Background: an optimization exercise with open tools, aiming at small area. Do not read the settings as production practice.
The RTL was checked by simulation tests, not by an equivalence proof against the original design.
Power and IR drop assume default switching activity.

`flow/design.v`:
```
module g_aoi222(input a1, a2, b1, b2, c1, c2, output y); assign y = ~((a1 & a2) | (b1 & b2) | (c1 & c2)); endmodule
module g_inv(input a, output y); assign y = ~a; endmodule
module g_nor4(input a, b, c, d, output y); assign y = ~(a | b | c | d); endmodule
module g_and2(input a, b, output y); assign y = a & b; endmodule
module g_nor2b(input a, bn, output y); assign y = ~(a | ~bn); endmodule
module g_nand2(input a, b, output y); assign y = ~(a & b); endmodule
module g_and3(input a, b, c, output y); assign y = a & b & c; endmodule
module g_nand3(input a, b, c, output y); assign y = ~(a & b & c); endmodule
module g_xor2(input a, b, output y); assign y = a ^ b; endmodule
module g_xnor2(input a, b, output y); assign y = ~(a ^ b); endmodule
module g_mux2i(input a0, a1, s, output y); assign y = ~(s ? a1 : a0); endmodule
module g_a21oi(input a1, a2, b1, output y); assign y = ~((a1 & a2) | b1); endmodule
module g_nand2b(input an, b, output y); assign y = ~(~an & b); endmodule
module g_fa(input a, b, c, output s, co); assign {co, s} = a + b + c; endmodule
module g_ha(input a, b, output s, co); assign {co, s} = a + b; endmodule
module g_a22o(input a1, a2, b1, b2, output y); assign y = (a1 & a2) | (b1 & b2); endmodule
module g_o21ai(input a1, a2, b1, output y); assign y = ~((a1 | a2) & b1); endmodule
module rdport #(parameter INVODD = 0) (input [7:1] sel, input [15:0] R1, R2, R3, R4, R5, R6, R7, output [15:0] D);
	genvar i;
	generate for (i = 0; i < 16; i = i + 1) begin : b
		wire x, y, z;
		g_aoi222 u0(sel[1], R1[i], sel[2], R2[i], sel[3], R3[i], x);
		g_aoi222 u1(sel[4], R4[i], sel[5], R5[i], sel[6], R6[i], y);
		g_nand2  u2(sel[7], R7[i], z);
		if (INVODD && (i % 2 == 1)) begin : n
			g_and3 u3(x, y, z, D[i]);
		end else begin : p
			g_nand3 u3(x, y, z, D[i]);
		end
	end endgenerate
endmodule
module alu(input [15:0] Ax, input [15:0] Bv, input [6:0] imm, input alusrc, input sub,
           output [15:0] S, output eq);
	wire kq = ~(alusrc & ~imm[6]);
	wire [16:0] c;         
	assign c[0] = sub;
	wire [15:0] hx;        
	wire [16:0] cr;
	genvar i;
	generate for (i = 0; i < 16; i = i + 1) begin : b
		wire x, bn;        
		g_xor2 ux(Ax[i], sub, x);
		if (i < 6) begin : lo
			g_mux2i um(Bv[i], imm[i], alusrc, bn);
		end else begin : hi
			g_o21ai um(alusrc, Bv[i], kq, bn);
		end
		g_xnor2 uh(x, bn, hx[i]);
		if (i % 2 == 0) begin : ev
			g_mux2i uc(Ax[i], c[i], hx[i], cr[i+1]);
		end else if (i != 7 && i != 11) begin : od
			g_mux2i uc(c[i], Ax[i], hx[i], cr[i+1]);
		end
		g_xor2 us(hx[i], c[i], S[i]);
		if (i != 7 && i != 11) begin : pass
			assign c[i+1] = cr[i+1];
		end
	end endgenerate
	generate for (i = 4; i < 12; i = i + 4) begin : la
		wire x1, x2, x3, G, P;
		g_nand2b ux1(hx[i], Ax[i], x1);           
		g_mux2i  ux2(x1, Ax[i+1], hx[i+1], x2);
		g_mux2i  ux3(Ax[i+2], x2, hx[i+2], x3);
		g_mux2i  ux4(x3, Ax[i+3], hx[i+3], G);
		assign P = hx[i] & ~hx[i+1] & hx[i+2] & ~hx[i+3];
		assign c[i+4] = G | (P & c[i]);
	end endgenerate
	assign eq = (&{hx[14], hx[12], hx[10], hx[8], hx[6], hx[4], hx[2], hx[0]}) &
	            ~(|{hx[15], hx[13], hx[11], hx[9], hx[7], hx[5], hx[3], hx[1]});
endmodule
module pcnext(input [15:0] PC, input rst, input taken, input [6:0] imm, output [15:0] nx);
	wire tk = taken & ~rst;
	wire ntk = ~taken & ~rst;
	wire [7:1] c;    
	wire [7:2] o;    
	wire [6:1] br, p2;
	assign nx[0] = ~rst & (PC[0] ^ (taken & imm[0]));
	assign c[1] = PC[0] | ~imm[0];
	assign p2[1] = ~PC[1];
	assign o[2] = PC[1];
	genvar i;
	generate for (i = 1; i < 7; i = i + 1) begin : lo
		g_fa f(PC[i], ~imm[i], c[i], br[i], c[i+1]);
		if (i > 1) begin : h
			g_ha h(PC[i], o[i], p2[i], o[i+1]);
		end
		g_a22o m(tk, br[i], ntk, p2[i], nx[i]);
	end endgenerate
	wire selInc = ~rst & (taken ? (c[7] & imm[6]) : o[7]);
	wire selDec = ~rst & taken & ~c[7] & ~imm[6];
	wire [16:8] O, Z;      
	assign O[8] = PC[7];
	assign Z[8] = ~PC[7];
	assign nx[7] = PC[7] ^ ((rst & PC[7]) | selInc | selDec);
	generate for (i = 8; i < 16; i = i + 1) begin : hi
		wire fn;
		if (i < 15) begin : ch
			g_and2  uo(O[i], PC[i], O[i+1]);
			wire pn;
			g_inv   ui(PC[i], pn);
			g_and2  uz(Z[i], pn, Z[i+1]);
		end
		g_aoi222 a(rst, PC[i], selInc, O[i], selDec, Z[i], fn);
		g_xnor2 x(PC[i], fn, nx[i]);
	end endgenerate
endmodule
module dec3(input en_n, input [2:0] a, output [7:1] y);
	genvar j;
	generate for (j = 1; j < 8; j = j + 1) begin : d
		assign y[j] = ~en_n & (a == j);
	end endgenerate
endmodule
module Processor(clk, sw, Led, imem_addr, imem_data, dmem_addr, dmem_wdata, dmem_we, dmem_re, dmem_rdata);
input clk;
input [7:0] sw;
output [7:0] Led;
output [15:0] imem_addr;
input [15:0] imem_data;
output [15:0] dmem_addr;
output [15:0] dmem_wdata;
output dmem_we;
output dmem_re;
input [15:0] dmem_rdata;
	reg reset;
	always @(posedge clk) reset <= ~sw[0];
	wire [2:0] op = imem_data[15:13];
	wire [2:0] rs = imem_data[12:10];
	wire [2:0] rt = imem_data[9:7];
	wire [2:0] rd = imem_data[6:4];
	wire [15:0] imm = {{9{imem_data[6]}}, imem_data[6:0]};
	wire is_rr    = (op == 3'd0) | (op == 3'd6);           
	wire alusrc   = (op == 3'd1) | (op == 3'd2) | (op == 3'd3) | (op == 3'd5);
	wire sub      = (op == 3'd4) | (op == 3'd5) | (op == 3'd6);
	wire memread  = (op == 3'd2);
	wire memwrite = (op == 3'd3);
	wire branch   = (op == 3'd4);
	wire regwrite = is_rr | (op == 3'd1) | (op == 3'd2) | (op == 3'd5);
	wire [2:0] waddr = is_rr ? rd : rt;
	reg [15:0] R1, R2, R3, R4, R5, R6, R7;
	wire [7:1] ss, st, we;
	dec3 ds(.en_n(reset), .a(rs), .y(ss));
	dec3 dt(.en_n(reset), .a(rt), .y(st));
	dec3 dw(.en_n(~regwrite), .a(waddr), .y(we));
	genvar j;
	wire [15:0] A, Bv;
	rdport #(.INVODD(1)) pa(.sel(ss), .R1(R1), .R2(R2), .R3(R3), .R4(R4), .R5(R5), .R6(R6), .R7(R7), .D(A));
	rdport pb(.sel(st), .R1(R1), .R2(R2), .R3(R3), .R4(R4), .R5(R5), .R6(R6), .R7(R7), .D(Bv));
	wire [15:0] sum;
	wire eq;
	alu ualu(.Ax(A), .Bv(Bv), .imm(imem_data[6:0]), .alusrc(alusrc), .sub(sub), .S(sum), .eq(eq));
	wire taken = branch & ~eq;    
	assign dmem_addr  = sum;
	assign dmem_wdata = Bv;
	assign dmem_we    = memwrite;
	assign dmem_re    = memread;
	wire [15:0] wb;
	wire nmemread = ~memread;
	generate for (j = 0; j < 16; j = j + 1) begin : wbm
		g_a22o u(memread, dmem_rdata[j], nmemread, sum[j], wb[j]);
	end endgenerate
	always @(posedge clk) begin
		if (we[1]) R1 <= wb;
		if (we[2]) R2 <= wb;
		if (we[3]) R3 <= wb;
		if (we[4]) R4 <= wb;
		if (we[5]) R5 <= wb;
		if (we[6]) R6 <= wb;
		if (we[7]) R7 <= wb;
	end
	reg [15:0] PC;
	wire [15:0] PCn;
	pcnext upc(.PC(PC), .rst(reset), .taken(taken), .imm(imem_data[6:0]), .nx(PCn));
	always @(posedge clk) PC <= PCn;
	assign imem_addr = PC;
	wire l1 = sw[1];
	wire l2 = ~sw[1] & sw[2];
	wire l3 = ~sw[1] & ~sw[2] & sw[3];
	wire l4 = ~sw[1] & ~sw[2] & ~sw[3] & sw[4];
	generate for (j = 0; j < 8; j = j + 1) begin : led
		wire x, y;
		g_aoi222 u0(l1, R1[j], l2, R2[j], l3, R3[j], x);
		g_nand2  u1(l4, R4[j], y);
		g_nand2  u2(x, y, Led[j]);
	end endgenerate
endmodule
```
`flow/flow/run.sh`:
```
#!/bin/bash
# Standard ORFS layout with two changes: ports are buffered with buf_1 cells
# instead of the default delay-buffer cells, and CTS inserts no dummy loads.
set -euo pipefail
export BUFFER_PORTS_ARGS="-buffer_cell sky130_fd_sc_hd__buf_1"
export CTS_ARGS="-sink_clustering_enable -repair_clock_nets -dont_use_dummy_load -buf_list sky130_fd_sc_hd__clkbuf_4 -root_buf sky130_fd_sc_hd__clkbuf_8 -sink_clustering_size 25"
bash standard.sh finish > flow.log 2>&1
```
`flow/standard.sh`:
```
#!/bin/bash
# synth_recipe.tcl (not shown) runs the flow's synth.tcl, then flattens the netlist and writes it again
# the make line also repeats each setting of config.mk as NAME=value (left out here)
make -C /OpenROAD-flow-scripts/flow DESIGN_CONFIG=/design/flow/config.mk WORK_HOME=/design/flow/orfs CLKGATE_MAP_FILE= SYNTH_SCRIPT=/design/flow/synth_recipe.tcl "${@:-finish}"
```
`flow/config.mk`:
```
export PLATFORM = sky130hd
export DESIGN_NAME = Processor
export DESIGN_NICKNAME = Processor
export VERILOG_FILES = /design/flow/design.v
export SDC_FILE = /design/flow/constraint.sdc
export NUM_CORES = 4
export LEC_CHECK = 0
export CAP_MARGIN = 20
export CORE_MARGIN = 2
export CORE_UTILIZATION = 45
export SETUP_SLACK_MARGIN = 0.0
export SLEW_MARGIN = 20
export SYNTH_HIERARCHICAL = 1
```
`flow/constraint.sdc`:
```
create_clock -name core_clock -period 7.0 [get_ports {clk}]
set_input_delay 1.4000 -clock core_clock [delete_from_list [all_inputs] [get_ports {clk}]]
set_output_delay 1.4000 -clock core_clock [all_outputs]
set_load 0.01 [all_outputs]
```
==> run summary <==
## power by group
part           internal (mW)  leakage, nW  switching, mW
combinational          0.245         1.56          0.400
clock                  0.119       0.0808          0.231
sequential              1.01         1.17         0.0642
## Yosys stat by module (local to each module, per instance), excerpt
module	copies in the design	flops+latches	cells inside
Processor	1	129	149
dec3	3	0	7
g_mux2i	25	0	1
g_xnor2	24	0	1
g_and3	8	0	1
g_nand3	24	0	1
g_nand2	48	0	1
## metrics by stage
| stage | utilization, % | hold slack (ns) |
|---|---|---|
| 2_1_floorplan | - | 0.488 |
| 3_5_place_dp | 52.3 | 0.469 |
| 4_1_cts | 53.2 | 0.489 |
| 6_report | 53.6 | 0.484 |
| 5_1_grt | 53.6 | 0.508 |
| 3_3_place_gp | 52.3 | 0.462 |
## cell families (layout without fill, tap and decap cells)
kind of cell | count (synthesis) | count (layout) | synth area share (%)
DFF | 129 | 129 | 55.4
and+or+nand+nor | 149 | 149 | 12.7
AOI/OAI and AO/OA | 118 | 118 | 16.2
adders and majority gates | 11 | 11 | 2.73
buffers and inverters | 18 | 166 | 1.01
xor gates and xnor gates | 59 | 59 | 7.73
muxes | 28 | 28 | 4.25
## cells in the mapped netlist, types with 2 or more instances
cell	number	area, um2
nor3_1	2	10.0
and3_1	8	50.1
and4bb_2	9	113
and2_1	15	93.8
dfxtp_1	17	340
xnor2_1	24	210
mux2i_1	25	250
inv_1	18	67.6
nand2_1	53	199
edfxtp_1	112	3360
xor2_1	35	307
fa_1	6	120
nand3_1	27	135
mux2_2	3	33.8
a222oi_1	80	801
nor2_1	10	37.5
ha_1	5	62.6
a22o_1	22	193
o21ai_1	10	50.1
nor4b_1	11	96.3
nand2b_1	6	37.5
a21oi_1	2	10.0
and4b_2	3	33.8
## worst max path at each step
stage | startpoint | endpoint | slack [ns] | cells after the start
floorplan | imem_data[12] | dmem_addr[15] | 0.03 | 15
global placement | imem_data[10] | dmem_addr[15] | 0.15 | 17
detailed placement | imem_data[10] | dmem_addr[15] | 0.08 | 17
CTS | imem_data[10] | dmem_addr[15] | 0.04 | 17
global route | imem_data[12] | dmem_addr[15] | 0.02 | 17
finish | imem_data[10] | dmem_addr[15] | 0.17 | 17
## per-layer routing
metal / vias to the layer above / GRT usage, % / part of all wire (%)
met4: 0 / 8.73 / 2.4
li1: 2450 / - / -
met5: - / 0 / 0
met1: 2662 / 37.3 / 41
met2: 366 / 41.1 / 45
met3: 48 / 5.52 / 12
## sequential cells by signal, summed over array words and instances, names as in the netlist
name,flops
reset,1
R5,16
R4,16
PC,16
R2,16
R7,16
R3,16
R6,16
R1,16
## what timing repair did
item	in CTS	in global routing
hold buffers	0	0
setup endpoints to repair	0	3
resized for setup	0	13
buffers inserted	0	1
## area by class of cell
cell class,count,area [um2]
clock buffer,17,134
fill,1318,6740
inverter,18,67.6
multi-input combinational,365,3030
sequential,129,3700
tap,184,230
timing repair buffer,131,634
## critical path, cell delays in order
cell      delay (ns)
clkbuf_2        0.19
and4bb_2        0.37
a222oi_1        0.37
nand3_1         0.19
xor2_1          0.20
xnor2_2         0.24
mux2i_2         0.33
mux2i_1         0.16
mux2i_1         0.27
mux2i_2         0.17
a21o_1          0.24
a41o_1          0.29
mux2i_2         0.23
mux2i_1         0.15
mux2i_1         0.19
xor2_1          0.25
buf_1           0.18
==> results.toml <==
[min_path]
hold_depth = 1
whs_endpoint = "PC[15]$_DFF_P_"
min_path_type = "reg2reg"
hold_start = "PC[15]$_DFF_P_"

[cts]
root_buffer = "clkbuf_8"
clk_pin_slew_ns = 0.10
htreeDepth = 4
numCtsBuffers = 17
clkSinkCount = 129
cts_tree = "yes"
clockBufferDepth = 2
clk_latency_ns = 0.41

[final_layout]
fin_area_um2 = 7800
most-common-layout-cells = "edfxtp_1, buf_1, a222oi_1"
antennaDiodeCount = 0
layout.nets = 714
fin_cells = 844
mostFrequentLayoutCell = "edfxtp_1"
drive_above_1_share_pct = 13.5
area_growth_pct = 16.6

[worst_setup_path]
ff2ff_setup_slack_ns = 2.04
regToRegStartpoint = "reset$_DFF_P_"
worstPathArrival_ns = 5.43
r2r_cells = 18
crit_type = "in2out"
crit_fanout = 8
reg2reg_to = "R7[15]$_DFFE_PP_"
cp_data_required_time_ns = 5.60
worstSetupStartpointType = "input pin"
critical_path.endpoint_type = "primary output"

[synth]
synth_cell_type_count = 32
syn-cell-area_um2 = 6690
synth_ff_type = "edfxtp_1"
ys_ff_latch = 129
synthArstFlopShare_pct = 0
ys_seq_area_share_pct = 55.4
synthCells = 512
yosys_warnings = 7
synth_area_per_cell_um2 = 13.1
syn_nets = 564
synth_edf_count = 112

[sta]
setup_slack_ns = 0.166
max_freq_ghz = 0.146
setup_viol = 0
finClkSkew_ns = 0.0276
rsz0062_at_grt = "false"
fin_crit_sh_pct = 97.6
timing.final.crit_period_ns = 6.83
hold_violations = 0
finalSetupTns_ns = 0
relSlewSlack_pct = 39.8
tightest_slew_ns = 0.901
drv_slew = 0

[pwr]
total_power_mw = 2.07
p_leak_nw = 2.80
ir_worst_vdd_uv = 149
power_density_nw_per_um2 = 265

[routing]
vias_per_cell = 6.55
drc_errors = 0
drtIter0Drc = 955
drtPass1Iterations = 8
antenna_left = 0
wirelength_um = 21300
via_count = 5526
wl_per_cell_um = 25.2

[placement]
gp_congestion = 0.848
dpl_worst_slack_ns = 0.0808
place_inst = 826
dp_hpwl_um = 14400
place_area_um2 = 7600
port_buffers = 95

[floorplanning]
die_x_um = 126
die_area_um2 = 15900
initial_core_util_pct = 46.0
fp.coreArea_um2 = 14500
ios = 99
core.rowCount = 44
die_h_um = 126

[grt]
grt_max_degree = 18
grt.overflow.total = 0
antenna_found_initial = 0
grt_pass1_wl_um = 31500
grtUsageTotal_pct = 26.4
grt_pass1_vias = 5335

[run]
maxCapViolCount = 0

[outcome]
status = "no timing/DRC/antenna violations"

[port drivers added, routing unchanged]
The flow's constraints put no driver on any port. The routed layout listed below was extracted and timed again, unchanged, in two steps.
Step 1 (the two cells are an assumption about what drives the block):
set clk [get_ports {clk}]
set_driving_cell -lib_cell sky130_fd_sc_hd__clkbuf_16 $clk
set_driving_cell -lib_cell sky130_fd_sc_hd__buf_2 [delete_from_list [all_inputs] $clk]
Step 2 times the ports against the registers' clock, not the clock port: input delays grow and output delays shrink by t, the midpoint of the rising clock arrivals with the driver on.
Three values: ideal ports, drivers, drivers and shift; two values: the first two.
shift t [ns]: 0.436
setup slack, ns: 0.166 / 0.126 / 0.126
worst hold slack (ns): 0.484 / 0.484 / 0.484
clock arrival spread, ns: 0.027 / 0.027
After both steps this run still meets setup and hold. For this run, drivers alone change the setup slack by -0.040 ns; drivers and shift together by -0.040 ns.
